This design comes from an exercise in tuning for small area on the open sky130 flow, not from production work.
Only simulation tests tie the RTL to the original design; equivalence was not proved.
Power and IR drop assume default switching activity.

File: run.sh
#!/bin/bash
# synth_recipe.tcl (not shown) runs the flow's synth.tcl, then flattens the netlist and writes it again
# the make line also repeats each setting of config.mk as NAME=value (left out here)
make -C /OpenROAD-flow-scripts/flow DESIGN_CONFIG=/design/flow/config.mk WORK_HOME=/design/flow/orfs CLKGATE_MAP_FILE= SYNTH_SCRIPT=/design/flow/synth_recipe.tcl finish
File: config.mk
export PLATFORM = sky130hd
export DESIGN_NAME = tlb_16
export DESIGN_NICKNAME = tlb_16
export VERILOG_FILES = /design/flow/design.v
export SDC_FILE = /design/flow/constraint.sdc
export NUM_CORES = 4
export LEC_CHECK = 0
export CAP_MARGIN = 20
export CORE_MARGIN = 2
export CORE_UTILIZATION = 40
export SLEW_MARGIN = 30
export SYNTH_HIERARCHICAL = 1
export SYNTH_MINIMUM_KEEP_SIZE = 0
File: constraint.sdc
create_clock -name core_clock -period 10.0 [get_ports {clk}]
set_input_delay 2.0000 -clock core_clock [delete_from_list [all_inputs] [get_ports {clk}]]
set_output_delay 2.0000 -clock core_clock [all_outputs]
set_load 0.01 [all_outputs]
File: design.v
module tlb_16(
    input clk,
    input rst,
    input   [18:0]  s0_vpn2,
    input           s0_odd_page,
    input   [ 7:0]  s0_asid,
    output          s0_found,
    output  [ 3:0]  s0_index,
    output  [19:0]  s0_pfn,
    output  [ 2:0]  s0_c,
    output          s0_d,
    output          s0_v,
    input   [18:0]  s1_vpn2,
    input           s1_odd_page,
    input   [ 7:0]  s1_asid,
    output          s1_found,
    output  [ 3:0]  s1_index,
    output  [19:0]  s1_pfn,
    output  [ 2:0]  s1_c,
    output          s1_d,
    output          s1_v,   
    input           we, 
    input   [ 3:0]  w_index,
    input   [18:0]  w_vpn2,
    input   [ 7:0]  w_asid,
    input           w_g,
    input   [19:0]  w_pfn0,
    input   [ 2:0]  w_c0,
    input           w_d0,
    input           w_v0,
    input   [19:0]  w_pfn1,
    input   [ 2:0]  w_c1,
    input           w_d1,
    input           w_v1,
    input   [ 3:0]  r_index,
    output  [18:0]  r_vpn2,
    output  [ 7:0]  r_asid,
    output          r_g,
    output  [19:0]  r_pfn0,
    output  [ 2:0]  r_c0,
    output          r_d0,
    output          r_v0,  
    output  [19:0]  r_pfn1,
    output  [ 2:0]  r_c1,
    output          r_d1,
    output          r_v1
);
    localparam TLBNUM = 16;
    reg  [26:0] tagn [TLBNUM-1:0];
    reg  [50:0] dat  [TLBNUM-1:0];
    wire [77:0] wdata = {w_vpn2, w_asid, w_g, w_pfn0, w_c0, w_d0, w_v0,
                         w_pfn1, w_c1, w_d1, w_v1} & {78{rst}};
    wire [TLBNUM-1:0] match0, match1, rsel;
    wire [2*TLBNUM-1:0] psel0, psel1;
    wire [2*TLBNUM-1:0] pdata [24:0];
    wire [TLBNUM-1:0]   rdata [77:0];
    wire [24:0] s0_out, s1_out;
    wire [77:0] r_out;
    wire [26:0] key0  = {s0_vpn2, s0_asid};
    wire [26:0] key1  = {s1_vpn2, s1_asid};
    wire [26:0] key0n = ~key0;
    wire [26:0] key1n = ~key1;
    genvar i, b;
    generate
        for (i = 0; i < TLBNUM; i = i + 1) begin : g_ent
            wire        en   = !rst || (we && w_index == i);
            wire        en_n = ~en;
            wire [26:0] tag  = ~tagn[i];
            wire [77:0] ent  = {tag, dat[i]};
            wire [26:0] tnxt;
            wire [50:0] dnxt;
            for (b = 0; b < 27; b = b + 1) begin : g_htag
                tlb_holdn u_h (.q(tag[b]), .d(wdata[51+b]), .en(en), .en_n(en_n), .y(tnxt[b]));
            end
            for (b = 0; b < 51; b = b + 1) begin : g_hdat
                tlb_hold u_h (.q(dat[i][b]), .d(wdata[b]), .en(en), .en_n(en_n), .y(dnxt[b]));
            end
            always @(posedge clk) begin
                tagn[i] <= tnxt;
                dat[i]  <= dnxt;
            end
            tlb_cmp u_cmp0 (.s(key0), .sn(key0n), .t(tag), .tn(tagn[i]), .g(ent[50]), .m(match0[i]));
            tlb_cmp u_cmp1 (.s(key1), .sn(key1n), .t(tag), .tn(tagn[i]), .g(ent[50]), .m(match1[i]));
            assign rsel[i] = (r_index == i);
            assign psel0[2*i]   = match0[i] & ~s0_odd_page;
            assign psel0[2*i+1] = match0[i] &  s0_odd_page;
            assign psel1[2*i]   = match1[i] & ~s1_odd_page;
            assign psel1[2*i+1] = match1[i] &  s1_odd_page;
            for (b = 0; b < 25; b = b + 1) begin : g_pb
                assign pdata[b][2*i]   = ent[25+b];
                assign pdata[b][2*i+1] = ent[b];
            end
            for (b = 0; b < 78; b = b + 1) begin : g_rb
                assign rdata[b][i] = ent[b];
            end
        end
        for (b = 0; b < 25; b = b + 1) begin : g_sout
            tlb_andor32 u_s0 (.sel(psel0), .d(pdata[b]), .y(s0_out[b]));
            tlb_andor32 u_s1 (.sel(psel1), .d(pdata[b]), .y(s1_out[b]));
        end
        for (b = 0; b < 78; b = b + 1) begin : g_rout
            tlb_andor16 u_r (.sel(rsel), .d(rdata[b]), .y(r_out[b]));
        end
    endgenerate
    tlb_found_index u_fi0 (.m(match0), .found(s0_found), .index(s0_index));
    tlb_found_index u_fi1 (.m(match1), .found(s1_found), .index(s1_index));
    assign {s0_pfn, s0_c, s0_d, s0_v} = s0_out;
    assign {s1_pfn, s1_c, s1_d, s1_v} = s1_out;
    assign {r_vpn2, r_asid, r_g, r_pfn0, r_c0, r_d0, r_v0,
            r_pfn1, r_c1, r_d1, r_v1} = r_out;
endmodule
module tlb_cmp(
    input  [26:0] s,
    input  [26:0] sn,
    input  [26:0] t,
    input  [26:0] tn,
    input         g,
    output        m
);
    wire [26:0] eq;
    genvar k;
    generate
        for (k = 0; k < 27; k = k + 1) begin : g_eq
            tlb_eq u (s[k], t[k], sn[k], tn[k], eq[k]);
        end
    endgenerate
    tlb_cmp_and u_and (.eq(eq), .g(g), .m(m));
endmodule
module tlb_cmp_and(
    input  [26:0] eq,
    input         g,
    output        m
);
    assign m = (&eq[26:8]) & ((&eq[7:0]) | g);
endmodule
module tlb_eq(input a1, a2, b1, b2, output y);
    assign y = ~((a1 | a2) & (b1 | b2));
endmodule
module tlb_found_index(
    input  [15:0] m,
    output        found,
    output [ 3:0] index
);
    assign found = |m;
    assign index = {|m[15:8], |{m[15:12], m[7:4]},
                    |{m[15:14], m[11:10], m[7:6], m[3:2]},
                    |{m[15], m[13], m[11], m[9], m[7], m[5], m[3], m[1]}};
endmodule
module tlb_andor16(
    input  [15:0] sel,
    input  [15:0] d,
    output        y
);
    wire [5:0] n;
    wire       a;
    tlb_aoi222 u0 (sel[0],  d[0],  sel[1],  d[1],  sel[2],  d[2],  n[0]);
    tlb_aoi222 u1 (sel[3],  d[3],  sel[4],  d[4],  sel[5],  d[5],  n[1]);
    tlb_aoi222 u2 (sel[6],  d[6],  sel[7],  d[7],  sel[8],  d[8],  n[2]);
    tlb_aoi222 u3 (sel[9],  d[9],  sel[10], d[10], sel[11], d[11], n[3]);
    tlb_aoi222 u4 (sel[12], d[12], sel[13], d[13], sel[14], d[14], n[4]);
    tlb_nand2  u5 (sel[15], d[15], n[5]);
    tlb_and3   u6 (n[0], n[1], n[2], a);
    tlb_nand4  u7 (a, n[3], n[4], n[5], y);
endmodule
module tlb_andor32(
    input  [31:0] sel,
    input  [31:0] d,
    output        y
);
    wire [11:0] n;
    wire [2:0]  h;
    genvar k;
    generate
        for (k = 0; k < 10; k = k + 1) begin : g_aoi
            tlb_aoi222 u (sel[3*k], d[3*k], sel[3*k+1], d[3*k+1], sel[3*k+2], d[3*k+2], n[k]);
        end
    endgenerate
    tlb_nand2 u10 (sel[30], d[30], n[10]);
    tlb_nand2 u11 (sel[31], d[31], n[11]);
    tlb_nand4 u12 (n[0], n[1], n[2],  n[3],  h[0]);
    tlb_nand4 u13 (n[4], n[5], n[6],  n[7],  h[1]);
    tlb_nand4 u14 (n[8], n[9], n[10], n[11], h[2]);
    tlb_or3   u15 (h[0], h[1], h[2], y);
endmodule
module tlb_aoi222(input a1, a2, b1, b2, c1, c2, output y);
    assign y = ~((a1 & a2) | (b1 & b2) | (c1 & c2));
endmodule
module tlb_holdn(input q, d, en, en_n, output y);
    assign y = ~((q | en) & (d | en_n));
endmodule
module tlb_hold(input q, d, en, en_n, output y);
    assign y = (q | en) & (d | en_n);
endmodule
module tlb_nand2(input a, b, output y);
    assign y = ~(a & b);
endmodule
module tlb_nand3(input a, b, c, output y);
    assign y = ~(a & b & c);
endmodule
module tlb_nand4(input a, b, c, d, output y);
    assign y = ~(a & b & c & d);
endmodule
module tlb_and3(input a, b, c, output y);
    assign y = a & b & c;
endmodule
module tlb_or3(input a, b, c, output y);
    assign y = a | b | c;
endmodule
==> flow_summary.yaml, run 1 <==
run_status:
  status: "timing/DRC/antenna clean"
synth:
  synth_top_flop_cell: "dfxtp_1"
  async_flop_share_pct: 0
  yosysWarningCount: 11
  syn-cell-area_mm2: 0.0574
  synth_top_area_share_pct: 43.5
  synth_edf_count: 0
  yosysTopAreaCell: "dfxtp_1"
  seq_area_frac_synth_pct: 43.5
  synthCells: 5846
  avgSynthCellArea_um2: 9.83
  ys_ff_latch: 1248
  synth_area_leaders: "dfxtp_1, a222oi_1, o22ai_1"
  synthesis.nets: 5991
  yosys.cell_types.count: 27
global_routing:
  antenna_found_initial: 16
  grt_pass1_wl_um: 483000
  track_usage_pct: 45.1
  gr-total-overflow: 0
  grt_max_degree: 79
  grt_pass1_vias: 65070
die:
  die_w_um: 383
  die_area_mm2: 0.147
  die_h_um: 383
  core_area_mm2: 0.143
  ios: 283
  rows: 139
  start_util_pct: 40.1
layout:
  seq_area_mm2: 0.0250
  multiInputGateArea_mm2: 0.0312
  final_nets: 6677
  final_util_pct: 49.5
  fill_cells: 13460
  final_cell_mix: "o22ai_1, dfxtp_1, a222oi_1"
  mostFrequentLayoutCell: "o22ai_1"
  layout-drive-gt1-share_pct: 9.52
  syn_to_final_growth_pct: 23.2
min_path:
  hp-start: "dat[1][46]"
  hold_depth: 1
  min_path_type: "reg2reg"
  worstHoldEndpoint: "dat[1][46]"
place:
  place.port_buffers: 282
  gp_congestion: 1.06
  hpwl_um: 216000
drt:
  drc: 0
  dr.pass1.iters: 22
  antenna_left: 0
  route.detailed.wl_per_inst_um: 40.8
  met1_length_um: 125000
  routed_wl_um: 349000
  vias: 71306
  highest_layer: "met5"
  drt-vias-per-instance: 8.32
  met3_length_um: 60300
  wl_met2_um: 135000
  drtIter0Drc: 18307
worst_setup_path:
  r2r_end: "tagn[3][8]"
  start_kind: "input pin"
  required_ns: 8.00
  path_max_fanout: 17
  r2r_start: "tagn[3][8]"
  crit_type: "in2out"
  crit_arrival_ns: 7.33
  endpoint_kind: "output pin"
  reg2reg_slack_ns: 9.15
  reg2reg_depth: 2
power_and_ir_drop:
  ir_worst_vdd_uv: 143
  powerDensity_mw_per_mm2: 195
  p_leak_uw: 0.0272
clocking:
  cts.path.max_buffers: 3
  ctsHoldBuffers: 0
  cts_tree: "done"
  numCtsBuffers: 143
  htree_levels: 4
  ctsResizeCount: 0
  clock_latency_ns: 0.80
  cts_root_buffer: "clkbuf_16"
  cts_setup_buffers: 0
  clkSinkCount: 1248
  clkSlewWorstSetupHoldPaths_ns: 0.06
sta:
  tns_ns: 0
  worst_pin_slew_ns: 1.15
  slew_viol_final: 0
  fmax_ghz: 0.107
  setup_viol: 0
  clock_skew_ns: 0
  max-slew-margin-rel_pct: 23.4
  hold_violations: 0
  timing.final.crit_share_pct: 93.3
  period_needed_ns: 9.33
  grt_setup_unrepaired: "no"
flow_run:
  drv_cap: 0
## registers in the layout, indices dropped and copies added, names as in the netlist
name,count
tagn,432
dat,816
## critical path: stages
cell             delay (ns)
clkdlybuf4s50_1        0.97
inv_1                  0.52
o22ai_1                0.29
nand4_1                0.20
nor4_1                 0.75
o211a_1                0.46
nor2b_4                0.67
buf_12                 0.28
a222oi_1               0.12
nand4_1                0.12
or3_1                  0.32
clkdlybuf4s50_1        0.61
## power breakdown
| group | total (uW) | switching [uW] | internal (uW) |
|---|---|---|---|
| Sequential | 6050 | 546 | 5510 |
| Combinational | 2280 | 1420 | 859 |
| Clock | 5510 | 2390 | 3110 |
| Total | 13800 | 4360 | 9480 |
## layer usage
layer | GRT usage (%) | vias to the layer above
li1 | - | 27855
met1 | 57.2 | 34190
met2 | 61.6 | 7400
met3 | 19.9 | 1851
met4 | 29.0 | 10
met5 | 0.794 | -
## how the worst max path moves through the flow
| stage | end | slack, ns | startpoint |
|---|---|---|---|
| finish | s1_v | 0.67 | s1_vpn2[0] |
| global route | s1_pfn[9] | 0.63 | s1_vpn2[0] |
| CTS | s1_c[2] | 1.01 | s1_vpn2[0] |
| detailed placement | s1_c[2] | 1.03 | s1_vpn2[0] |
| global placement | s1_c[2] | 1.03 | s1_vpn2[0] |
| floorplan | r_asid[0] | 1.08 | r_index[0] |
## final cells by class
class                   instances  share of cell area [%]
clock buffers                 207                    5.92
flip-flops and latches       1248                    35.3
clock inverters                53                    1.00
diodes                         22                  0.0778
multi-input cells            4088                    44.1
inverters                     486                    2.58
well taps                    1903                    3.36
repair buffers                565                    7.70
## cells in the mapped netlist (all sizes together) (2+ instances only)
master     n
o21ai      8
or3       50
nand2    190
nor4      49
nand2b     7
o21a       8
and3     110
o211a     32
dfxtp   1248
o22a     816
o31ai      8
o31a       8
nand3b     2
buf        7
clkbuf    17
nand3      2
nor2b     32
and2     110
inv      486
a222oi   890
nor3       6
o22ai   1296
nand4    422
nor2      41
## modules after synthesis (local to each module, per instance), a selection
module	flops+latches	times used	cell area, um2
tlb_aoi222	0	890	10.0
tlb_16	1248	1	28200
tlb_nand4	0	228	6.26
tlb_found_index	0	2	77.6
tlb_holdn	0	432	6.26
tlb_cmp_and	0	32	63.8
tlb_eq	0	864	6.26
tlb_nand2	0	178	3.75
tlb_and3	0	78	6.26
tlb_hold	0	816	8.76
## logic make-up (layout without fill, tap and decap cells)
kind of cell,count (synthesis),after routing,synth area share (%)
AO/OA/AOI/OAI,3066,3066,43.0
AND/OR/NAND/NOR,1022,1022,10.1
buffers and inverters,510,1311,3.36
other,0,22,0
flip-flops,1248,1248,43.5
## metrics by stage
stage                     total power, uW  worst slack, ns  instance area [um2]  hold WS, ns  std cells
after floorplan                      7240             1.08                57500        0.488       5846
after global placement               8240             1.03                65700        0.500       8285
after detailed placement             8280             1.03                65700        0.511       8285
after CTS                           13700             1.01                70600        0.526       8545
after global routing                14200            0.631                70700        0.542       8555
final                               13800            0.668                70800        0.527       8572
==> run 2: changes to the inputs <==
==> flow/run.sh (new file) <==
#!/bin/bash
# The standard layout, with two changes to how it is built:
#  - port buffers use the smallest buffer (buf_1) instead of the default pick;
#  - clock tree synthesis uses clkbuf_8 leaf clusters of at most 10 sinks
#    within 60 um, and inserts no dummy loads.
# The full make output goes to flow_make.log in this folder; ORFS's own
# per-step logs are under orfs/logs/.
set -euo pipefail
bash standard.sh \
  BUFFER_PORTS_ARGS="-buffer_cell sky130_fd_sc_hd__buf_1" \
  CTS_ARGS="-sink_clustering_enable -repair_clock_nets -dont_use_dummy_load -buf_list sky130_fd_sc_hd__clkbuf_8 -sink_clustering_size 10 -sink_clustering_max_diameter 60" \
  finish > flow_make.log 2>&1
==> standard.sh (new file) <==
#!/bin/bash
# synth_recipe.tcl (not shown) runs the flow's synth.tcl, then flattens the netlist and writes it again
# the make line also repeats each setting of config.mk as NAME=value (left out here)
make -C /OpenROAD-flow-scripts/flow DESIGN_CONFIG=/design/flow/config.mk WORK_HOME=/design/flow/orfs CLKGATE_MAP_FILE= SYNTH_SCRIPT=/design/flow/synth_recipe.tcl "${@:-finish}"
removed: run.sh
==> run 2 against run 1 <==
  * Non-clock buffer count decreased by 99
  * Worst hold slack about the same
  * Sequential share of layout area increased by 3.0 points
  * Synthesized cell count unchanged
  * Sequential power about the same
  * Clock power decreased by 41%
  * Clock skew unchanged
  * Wire length decreased by 2.3%
  * Critical path depth unchanged
  * Die area unchanged
  * Fmax increased by 0.38%
  * Worst setup slack improved by 0.035 ns
  * Highest routed layer unchanged
==> flow_summary.yaml, run 2 <==
run_status:
  status: "timing/DRC/antenna clean"
synth:
  ys_top_cells_by_count: "o22ai_1, dfxtp_1, a222oi_1"
  post-synth-top-count-cell: "o22ai_1"
  async_flop_share_pct: 0
  synth_top_area_share_pct: 43.5
  seq_area_frac_synth_pct: 43.5
  yosysWarningCount: 11
  avgSynthCellArea_um2: 9.83
  yosys.cell_types.count: 27
  synth_area_leaders: "dfxtp_1, a222oi_1, o22ai_1"
  syn-cell-area_mm2: 0.0574
  synth_edf_count: 0
  ys_ff_latch: 1248
  synthesis.nets: 5991
  yosysTopAreaCell: "dfxtp_1"
  synthCells: 5846
  synth_top_flop_cell: "dfxtp_1"
die:
  rows: 139
  ios: 283
  start_util_pct: 40.1
  die_h_um: 383
  core_area_mm2: 0.143
  die_area_mm2: 0.147
  die_w_um: 383
worst_setup_path:
  reg2reg_depth: 2
  cpMaxStageDelayCell: "nor4_1"
  endpoint_kind: "output pin"
  crit_start: "s0_vpn2[17]"
  crit_arrival_ns: 7.30
  start_kind: "input pin"
  crit_type: "in2out"
  crit_chain: "buf_1 -> inv_1 -> o22ai_1 -> nand4_1 -> nor4_1 -> o211a_1 -> and2_2 -> buf_4 -> a222oi_1 -> nand4_1 -> or3_1 -> buf_1"
  crit_path_max_incr_delay_ns: 0.94
  critPathTopFamily: "simple AND/OR/NAND/NOR gates"
  path_max_fanout: 17
  required_ns: 8.00
  worst-path-buf-inv: 4
  r2r_start: "tagn[13][12]"
  cp.depth: 12
drt:
  met1_length_um: 121000
  dr.pass1.iters: 22
  drtIter0Drc: 17778
  route.detailed.wl_per_inst_um: 40.8
  drc: 0
  antenna_left: 0
  routed_wl_um: 341000
  drt-vias-per-instance: 8.41
  met3_length_um: 55700
  wl_met2_um: 133000
  highest_layer: "met5"
  vias: 70380
sta:
  tns_ns: 0
  period_needed_ns: 9.30
  timing.final.crit_share_pct: 93.0
  grt_setup_unrepaired: "no"
  slew_viol_final: 0
  worst_slack_ns: 0.703
  worst_pin_slew_ns: 1.21
  hold_violations: 0
  setup_viol: 0
  max-slew-margin-rel_pct: 19.0
  clock_skew_ns: 0
  fmax_ghz: 0.108
power_and_ir_drop:
  power_uw: 11400
  powerDensity_mw_per_mm2: 175
  p_leak_uw: 0.0247
  ir_worst_vdd_uv: 99.9
layout:
  final_nets: 6588
  final_cell_mix: "o22ai_1, dfxtp_1, a222oi_1"
  largest_reg_flops: 816
  layout-drive-gt1-share_pct: 7.17
  top_register: "dat"
  mostFrequentLayoutCell: "o22ai_1"
  fill_cells: 14040
  syn_to_final_growth_pct: 13.7
  final_util_pct: 45.6
  reg_top3: "dat (816), tagn (432)"
clocking:
  cts_tree: "done"
  ctsResizeCount: 0
  cts_setup_buffers: 0
  cts.path.max_buffers: 3
  clkSlewWorstSetupHoldPaths_ns: 0.07
  cts_root_buffer: "clkbuf_8"
  ctsHoldBuffers: 0
  clkSinkCount: 1248
  htree_levels: 4
  numCtsBuffers: 153
  clock_latency_ns: 0.94
flow_run:
  drv_cap: 0
global_routing:
  grt_pass1_wl_um: 473000
  grt_max_degree: 79
  antenna_found_initial: 26
  gr-total-overflow: 0
  track_usage_pct: 44.0
  grt_pass1_vias: 64069
place:
  place.port_buffers: 282
  place_worst_setup_slack_ns: 1.28
  gp_congestion: 1.05
  hpwl_um: 211000
min_path:
  hold_depth: 1
  min_path_type: "reg2reg"
  hp-start: "dat[15][32]"
==> run 2: cell counts after synthesis <==
No cell type changed its count.
==> run 2: metal layers <==
metal,up-vias,track usage [%]
li1,27510,-
met1,33805,55.2
met2,7169,60.6
met3,1876,17.6
met4,20,31.5
met5,-,0.959
==> run 2: worst reg2reg max path, delay by kind of cell (launching register included) <==
kind | cells | cell delay [ns]
buf+inv | 1 | 0.15
compound gates | 1 | 0.17
flops | 1 | 0.42
==> run 2: cells by family after synthesis <==
logic type | after synthesis | synth area share (%)
AOI/OAI and AO/OA | 3066 | 43.0
DFF | 1248 | 43.5
and+or+nand+nor | 1022 | 10.1
buffers and inverters | 510 | 3.36
==> run 2: worst paths after layout <==
kind | end | slack [ns]
setup reg to reg | tagn[13][12] | 9.18
hold / removal | dat[15][32] | 0.53
setup / recovery | s0_v | 0.70
hold reg to reg | dat[15][32] | 0.53
==> run 2: metrics by stage <==
stage,instances,cell area [um2],hold WS (ns)
finish,8368,65300,0.528
global route,8351,65300,0.542
CTS,8339,65100,0.528
detailed placement,8186,63000,0.510
global placement,8182,62900,0.498
floorplan,5846,57500,0.488
==> run 2: cell type report <==
type,instances,area (um2),area share [%]
diodes,24,60.1,0.0920
inverters,486,1820,2.79
flip-flops and latches,1248,25000,38.3
multi-input cells,4088,31200,47.8
repair buffers,466,2740,4.20
well taps,1903,2380,3.65
clock buffers,153,2110,3.22
==> run 2: per-module statistics from Yosys, one instance, submodules excluded, excerpt <==
module           copies in the design  cells inside  area, um2  flip-flops and latches
tlb_eq                            864             1       6.26                       0
tlb_and3                           78             1       6.26                       0
tlb_nand4                         228             1       6.26                       0
tlb_hold                          816             1       8.76                       0
tlb_found_index                     2            13       77.6                       0
tlb_cmp_and                        32            10       63.8                       0
tlb_or3                            50             1       6.26                       0
tlb_holdn                         432             1       6.26                       0
tlb_16                              1          1964      28200                    1248
tlb_aoi222                        890             1       10.0                       0
tlb_nand2                         178             1       3.75                       0
==> run 2: where the power goes <==
part	leakage, uW	internal, uW	switching, uW
clock	0.00110	1350	1910
combinational	0.0131	738	1400
sequential	0.0105	5500	530
==> run 3: changes to the inputs <==
==> flow/run.sh (replaced) <==
#!/bin/bash
# The standard layout, with two changes to how it is built:
#  - port buffers use the smallest buffer (buf_1) instead of the default pick;
#  - clock tree synthesis uses clkbuf_8 leaf clusters of at most 12 sinks
#    within 60 um, and inserts no dummy loads.
# The full make output goes to flow_make.log in this folder; ORFS's own
# per-step logs are under orfs/logs/.
set -euo pipefail
bash standard.sh \
  BUFFER_PORTS_ARGS="-buffer_cell sky130_fd_sc_hd__buf_1" \
  CTS_ARGS="-sink_clustering_enable -repair_clock_nets -dont_use_dummy_load -buf_list sky130_fd_sc_hd__clkbuf_8 -sink_clustering_size 12 -sink_clustering_max_diameter 60" \
  finish > flow_make.log 2>&1
==> run 3 against run 2 <==
  * Critical path depth did not move
  * Critical path type unchanged
  * Largest cell class unchanged
  * Die area unchanged
  * Wire length down 0.20%
  * Sequential power about the same
  * Utilization decreased by 0.20 points
  * Combinational power is essentially flat
  * Non-clock buffer count fell by 2
  * Global-route usage fell by 0.12 points
  * Highest routed layer unchanged
  * Worst hold slack barely moved
  * Synthesized cell count unchanged
  * Fmax down 0.30%
==> flow_summary.yaml, run 3 <==
die:
  die_h_um: 383
  die_area_mm2: 0.147
  ios: 283
  start_util_pct: 40.1
  core_area_mm2: 0.143
  die_w_um: 383
  rows: 139
layout:
  syn_to_final_growth_pct: 13.2
  fill_cells: 14085
  mostFrequentLayoutCell: "o22ai_1"
  final_cell_mix: "o22ai_1, dfxtp_1, a222oi_1"
  seq_area_mm2: 0.0250
  final_area_mm2: 0.0650
  final_nets: 6570
  layout-drive-gt1-share_pct: 6.93
  largest_reg_flops: 816
  multiInputGateArea_mm2: 0.0312
  reg_top3: "dat (816), tagn (432)"
  top_register: "dat"
synth:
  synthesis.nets: 5991
  syn-cell-area_mm2: 0.0574
  avgSynthCellArea_um2: 9.83
  synth_area_leaders: "dfxtp_1, a222oi_1, o22ai_1"
  yosys.area_share.adder_pct: 0
  yosysTopAreaCell: "dfxtp_1"
  synth_top_area_share_pct: 43.5
  synth_top_flop_cell: "dfxtp_1"
  synth_compound_area_share_pct: 43.0
  ys_ff_latch: 1248
  synth-simple-area-share_pct: 10.1
  yosysWarningCount: 11
  synth_mux_area_share_pct: 0
  ys_top_cells_by_count: "o22ai_1, dfxtp_1, a222oi_1"
  post-synth-top-count-cell: "o22ai_1"
  synth_edf_count: 0
  async_flop_share_pct: 0
  seq_area_frac_synth_pct: 43.5
  synth_top_family_by_area: "compound AO/OA/AOI/OAI gates"
  synthCells: 5846
  synth-xor-area-share_pct: 0
  yosys.cell_types.count: 27
worst_setup_path:
  path_max_fanout: 17
  cpMaxStageDelayCell: "nor4_1"
  start_kind: "input pin"
  r2r_end: "tagn[13][12]"
  crit_chain: "buf_1 -> inv_1 -> o22ai_1 -> nand4_1 -> nor4_1 -> o211a_1 -> nor2b_4 -> buf_4 -> a222oi_1 -> nand4_1 -> or3_1 -> buf_1"
  crit_arrival_ns: 7.33
  reg2reg_slack_ns: 9.17
  critPathTopFamily: "simple AND/OR/NAND/NOR gates"
  crit_path_max_incr_delay_ns: 0.78
  crit_type: "in2out"
  worst-path-buf-inv: 4
  reg2reg_depth: 2
  r2r_start: "tagn[13][12]"
  required_ns: 8.00
  endpoint_kind: "output pin"
place:
  place.port_buffers: 282
  gp_congestion: 1.05
  placedInstanceArea_mm2: 0.0630
  place_worst_setup_slack_ns: 1.28
  hpwl_um: 211000
sta:
  worst_slack_ns: 0.674
  worst_pin_slew_ns: 1.21
  max-slew-margin-rel_pct: 19.2
  clock_skew_ns: 0
  grt_setup_unrepaired: "no"
  timing.final.crit_share_pct: 93.3
  tns_ns: 0
  period_needed_ns: 9.33
  fmax_ghz: 0.107
  hold_violations: 0
  slew_viol_final: 0
  setup_viol: 0
drt:
  routed_wl_um: 341000
  antenna_left: 0
  route.detailed.wl_per_inst_um: 40.8
  drc: 0
  drtIter0Drc: 17294
  dr.pass1.iters: 22
  vias: 70072
  drt-vias-per-instance: 8.40
power_and_ir_drop:
  ir_worst_vdd_uv: 110
  p_comb_share_pct: 19.0
  seqPwrFrac_pct: 53.5
  p_leak_uw: 0.0246
  powerDensity_mw_per_mm2: 173
  p_sw_uw: 3810
  intPower_uw: 7460
  swShare_pct: 33.8
  pwr-share-clk_pct: 27.5
global_routing:
  track_usage_pct: 43.9
  grt_pass1_vias: 63904
  antenna_found_initial: 24
  grt_max_degree: 79
  grt_pass1_wl_um: 472000
  gr-total-overflow: 0
flow_run:
  drv_cap: 0
clocking:
  clkSlewWorstSetupHoldPaths_ns: 0.08
  clkSinkCount: 1248
  cts_root_buffer: "clkbuf_8"
  ctsHoldBuffers: 0
  cts_setup_buffers: 0
  cts_tree: "done"
  cts.path.max_buffers: 3
  ctsResizeCount: 0
  numCtsBuffers: 137
  clock_latency_ns: 0.92
  htree_levels: 4
min_path:
  worstHoldEndpoint: "dat[15][33]"
  min_path_type: "reg2reg"
  hold_depth: 1
  hp-start: "dat[15][33]"
run_status:
  status: "timing/DRC/antenna clean"
==> run 3: cell counts after synthesis <==
Identical to the previous run, type by type.
==> run 3: cells by family after synthesis <==
group,after synthesis
AO/OA/AOI/OAI,3066
flip-flops,1248
AND/OR/NAND/NOR,1022
buffers and inverters,510
==> run 3: metal layers <==
metal,up-vias,wire length [um],global-route usage [%]
li1,27466,-,-
met1,33583,121000,54.8
met2,7106,133000,60.4
met3,1891,56400,18.1
met4,26,30100,31.4
met5,-,336,1.16
==> run 3: power by group through the flow <==
| stage | Combinational (uW) | Clock (uW) | Sequential, uW |
|---|---|---|---|
| global route | 2210 | 3270 | 6090 |
| floorplan | 1270 | 0 | 5970 |
| detailed placement | 2020 | 0 | 6110 |
| finish | 2140 | 3100 | 6030 |
| CTS | 2030 | 3080 | 6000 |
| global placement | 2000 | 0 | 6100 |
==> run 3: through the flow <==
stage | util (%) | cells | total power, uW | hold WS (ns)
4_1_cts | 45.3 | 8323 | 11100 | 0.529
5_1_grt | 45.4 | 8329 | 11600 | 0.545
3_5_place_dp | 44.0 | 8186 | 8130 | 0.510
2_1_floorplan | - | 5846 | 7240 | 0.488
3_3_place_gp | 43.9 | 8182 | 8090 | 0.498
6_report | 45.4 | 8345 | 11300 | 0.528
==> run 3: cell type report <==
| cell class | instances | area share (%) |
|---|---|---|
| well taps | 1903 | 3.66 |
| inverters | 486 | 2.81 |
| clock buffers | 137 | 2.90 |
| multi-input cells | 4088 | 48.0 |
| flip-flops and latches | 1248 | 38.4 |
| repair buffers | 464 | 4.13 |
| diodes | 19 | 0.0731 |
==> run 3: per-module statistics from Yosys, one instance, submodules excluded, a selection <==
module           cell area [um2]  flip-flops and latches
tlb_16                     28200                    1248
tlb_aoi222                  10.0                       0
tlb_eq                      6.26                       0
tlb_found_index             77.6                       0
tlb_hold                    8.76                       0
tlb_holdn                   6.26                       0
tlb_nand4                   6.26                       0
tlb_or3                     6.26                       0
==> run 3: how the worst max path moves through the flow <==
stage                            end  cells past startpoint         from  slack [ns]
after floorplan            r_asid[0]                      5   r_index[0]        1.08
after global placement    s1_pfn[13]                     12   s1_vpn2[8]        1.24
after detailed placement  s1_pfn[13]                     12   s1_vpn2[8]        1.28
after CTS                 s1_pfn[13]                     12   s1_vpn2[8]        1.27
after global routing       s0_pfn[9]                     12  s0_vpn2[17]        0.74
final                           s0_v                     12  s0_vpn2[17]        0.67
==> run 4: changes to the inputs <==
==> flow/run.sh (replaced) <==
#!/bin/bash
# The standard layout, with two changes to how it is built:
#  - port buffers use the smallest buffer (buf_1) instead of the default pick;
#  - clock tree synthesis uses clkbuf_16 leaf clusters of at most 24 sinks
#    within 100 um, and inserts no dummy loads.
# The full make output goes to flow_make.log in this folder; ORFS's own
# per-step logs are under orfs/logs/.
set -euo pipefail
bash standard.sh \
  BUFFER_PORTS_ARGS="-buffer_cell sky130_fd_sc_hd__buf_1" \
  CTS_ARGS="-sink_clustering_enable -repair_clock_nets -dont_use_dummy_load -buf_list sky130_fd_sc_hd__clkbuf_16 -sink_clustering_size 24 -sink_clustering_max_diameter 100" \
  finish > flow_make.log 2>&1
==> run 4 against run 3 <==
  * Design area shrank 0.56%
  * Register-to-register slack hardly changed
  * Utilization fell by 0.25 points
  * Worst hold slack better by 0.0059 ns
  * Sequential share of layout area up 0.22 points
  * Flip-flop and latch count is the same
  * Largest power group unchanged
  * First-iteration DRC count increased by 2.1%
  * Area after synthesis stayed put
  * Via count shrank 0.86%
  * Count of clock-buffer cells in the layout is 77 lower
  * Die area stayed put
  * Sequential power hardly changed
==> flow_summary.yaml, run 4 <==
run_status:
  status: "timing/DRC/antenna clean"
clocking:
  ctsResizeCount: 0
  clkSlewWorstSetupHoldPaths_ns: 0.09
  cts_setup_buffers: 0
  clock_latency_ns: 0.76
  ctsHoldBuffers: 0
  numCtsBuffers: 60
  htree_levels: 2
  cts.path.max_buffers: 3
  clkSinkCount: 1248
  cts_root_buffer: "clkbuf_16"
  cts_tree: "done"
layout:
  largest_reg_flops: 816
  mostFrequentLayoutCell: "o22ai_1"
  final_cell_mix: "o22ai_1, dfxtp_1, a222oi_1"
  fill_cells: 14063
  syn_to_final_growth_pct: 12.6
  top_register: "dat"
  reg_top3: "dat (816), tagn (432)"
  layout-drive-gt1-share_pct: 5.81
  final_cells: 8262
  final_nets: 6494
synth:
  seq_area_frac_synth_pct: 43.5
  synth-simple-area-share_pct: 10.1
  synth_top_area_share_pct: 43.5
  yosys.cell_types.count: 27
  synth_top_family_by_area: "compound AO/OA/AOI/OAI gates"
  synthCells: 5846
  synth_mux_area_share_pct: 0
  synth_edf_count: 0
  ys_top_cells_by_count: "o22ai_1, dfxtp_1, a222oi_1"
  synth_compound_area_share_pct: 43.0
  post-synth-top-count-cell: "o22ai_1"
  yosys.area_share.adder_pct: 0
  ys_ff_latch: 1248
  synth_top_flop_cell: "dfxtp_1"
  syn-cell-area_mm2: 0.0574
  yosysTopAreaCell: "dfxtp_1"
  yosysWarningCount: 11
  synthesis.nets: 5991
  synth-xor-area-share_pct: 0
  avgSynthCellArea_um2: 9.83
  synth_area_leaders: "dfxtp_1, a222oi_1, o22ai_1"
  async_flop_share_pct: 0
sta:
  slew_viol_final: 0
  fmax_ghz: 0.108
  timing.final.crit_share_pct: 92.2
  hold_violations: 0
  clock_skew_ns: 0
  worst_pin_slew_ns: 1.19
  grt_setup_unrepaired: "no"
  tns_ns: 0
  max-slew-margin-rel_pct: 20.8
  setup_viol: 0
  period_needed_ns: 9.22
drt:
  dr.pass1.iters: 17
  antenna_left: 0
  route.detailed.wl_per_inst_um: 41.0
  routed_wl_um: 339000
  drtIter0Drc: 17657
  drc: 0
  vias: 69468
  drt-vias-per-instance: 8.41
global_routing:
  grt_pass1_wl_um: 469000
  grt_pass1_vias: 63239
  antenna_found_initial: 23
  grt_max_degree: 79
  gr-total-overflow: 0
  track_usage_pct: 43.5
place:
  gp_congestion: 1.05
  hpwl_um: 211000
  dpl.cell_count: 8186
  place.port_buffers: 282
worst_setup_path:
  crit_type: "in2out"
  cpMaxStageDelayCell: "nor2b_4"
  crit_path_max_incr_delay_ns: 0.91
  crit_arrival_ns: 7.22
  start_kind: "input pin"
  path_max_fanout: 17
  required_ns: 8.00
  endpoint_kind: "output pin"
  crit_chain: "buf_1 -> inv_1 -> o22ai_1 -> nand4_1 -> nor4_1 -> o211a_1 -> nor2b_4 -> buf_4 -> a222oi_1 -> nand4_1 -> or3_1 -> buf_1"
die:
  rows: 139
  start_util_pct: 40.1
  die_w_um: 383
  die_area_mm2: 0.147
  ios: 283
  die_h_um: 383
  core_area_mm2: 0.143
flow_run:
  drv_cap: 0
power_and_ir_drop:
  ir_worst_vdd_uv: 166
  p_leak_uw: 0.0244
  powerDensity_mw_per_mm2: 170
min_path:
  min_path_type: "reg2reg"
==> run 4: cells by family after synthesis <==
family	after synthesis
compound gates	3066
flops	1248
simple gates	1022
buf+inv	510
==> run 4: worst paths after layout <==
path                            slack [ns]         start           end  depth (start not counted)
worst max-delay path                  0.78    s1_vpn2[8]     s1_pfn[8]                         12
worst min-delay path                  0.53   dat[15][32]   dat[15][32]                          1
worst max register to register        9.17  tagn[13][12]  tagn[13][12]                          2
worst min register to register        0.53   dat[15][32]   dat[15][32]                          1
==> run 4: power breakdown <==
| part | switching [uW] | internal [uW] | leakage, uW |
|---|---|---|---|
| registers | 529 | 5500 | 0.0105 |
| logic | 1400 | 738 | 0.0131 |
| clock network | 1740 | 1070 | 0.000739 |
| total | 3670 | 7310 | 0.0244 |
==> run 4: routing by layer <==
metal / up-vias / GRT usage (%) / share of wire [%]
met5: - / 0.595 / 0.051
met4: 18 / 32.0 / 9.2
met3: 1805 / 16.8 / 16
met2: 6918 / 59.9 / 39
met1: 33384 / 54.7 / 36
li1: 27343 / - / -
==> run 4: modules after synthesis (local to each module, per instance), excerpt <==
| module | area [um2] | cells | times used |
|---|---|---|---|
| tlb_16 | 28200 | 1964 | 1 |
| tlb_found_index | 77.6 | 13 | 2 |
| tlb_cmp_and | 63.8 | 10 | 32 |
| tlb_aoi222 | 10.0 | 1 | 890 |
| tlb_hold | 8.76 | 1 | 816 |
| tlb_and3 | 6.26 | 1 | 78 |
| tlb_eq | 6.26 | 1 | 864 |
| tlb_holdn | 6.26 | 1 | 432 |
| tlb_nand4 | 6.26 | 1 | 228 |
| tlb_or3 | 6.26 | 1 | 50 |
| tlb_nand2 | 3.75 | 1 | 178 |
==> run 4: layout make-up <==
type / count / area [um2] / share of cell area, %
multi-input cells: 4088 / 31200 / 48.3
flip-flops and latches: 1248 / 25000 / 38.6
inverters: 486 / 1820 / 2.82
well taps: 1903 / 2380 / 3.68
clock buffers: 60 / 1500 / 2.32
diodes: 12 / 30.0 / 0.0464
repair buffers: 465 / 2730 / 4.22
==> run 4: critical path: cells and delay by family <==
family | cells | cell delay, ns
AO/OA/AOI/OAI | 3 | 1.06
AND/OR/NAND/NOR | 5 | 2.41
buffers and inverters | 4 | 1.72
==> run 4: stage by stage <==
| stage | instance area (um2) | utilization [%] | setup slack (ns) | total power [uW] | hold slack [ns] |
|---|---|---|---|---|---|
| 2_1_floorplan | 57500 | - | 1.08 | 7240 | 0.488 |
| 3_3_place_gp | 62900 | 43.9 | 1.24 | 8090 | 0.498 |
| 3_5_place_dp | 63000 | 44.0 | 1.28 | 8130 | 0.510 |
| 4_1_cts | 64500 | 45.1 | 1.27 | 10800 | 0.534 |
| 5_1_grt | 64600 | 45.2 | 0.831 | 11300 | 0.551 |
| 6_report | 64700 | 45.2 | 0.775 | 11000 | 0.534 |

==> static timing again, ports no longer ideal <==
No port has a modelled driver above. Below, the same layouts with a new extraction and two added sets of constraints. Step 1 assumes that a clkbuf_16 drives the clock port and a buf_2 every other input. Step 2 also shifts input and output timing later by t, the mid clock arrival at the registers, as if the neighbouring blocks saw the same clock. a / b / c = no drivers / after step 1 / after step 2; a / b = the first two.
run	shift t [ns]	slack for setup (ns)	pins driven straight from the clock port
run 1	0.909	0.668 / 0.639 / 0.639	1
run 2	0.992	0.703 / 0.670 / 0.670	1
run 3	0.974	0.674 / 0.642 / 0.642	1
run 4	0.829	0.775 / 0.715 / 0.715	1
After both steps setup and hold are still met in every run listed. For run 4, which loses most, drivers alone change the setup slack by -0.060 ns; drivers and shift together by -0.060 ns.
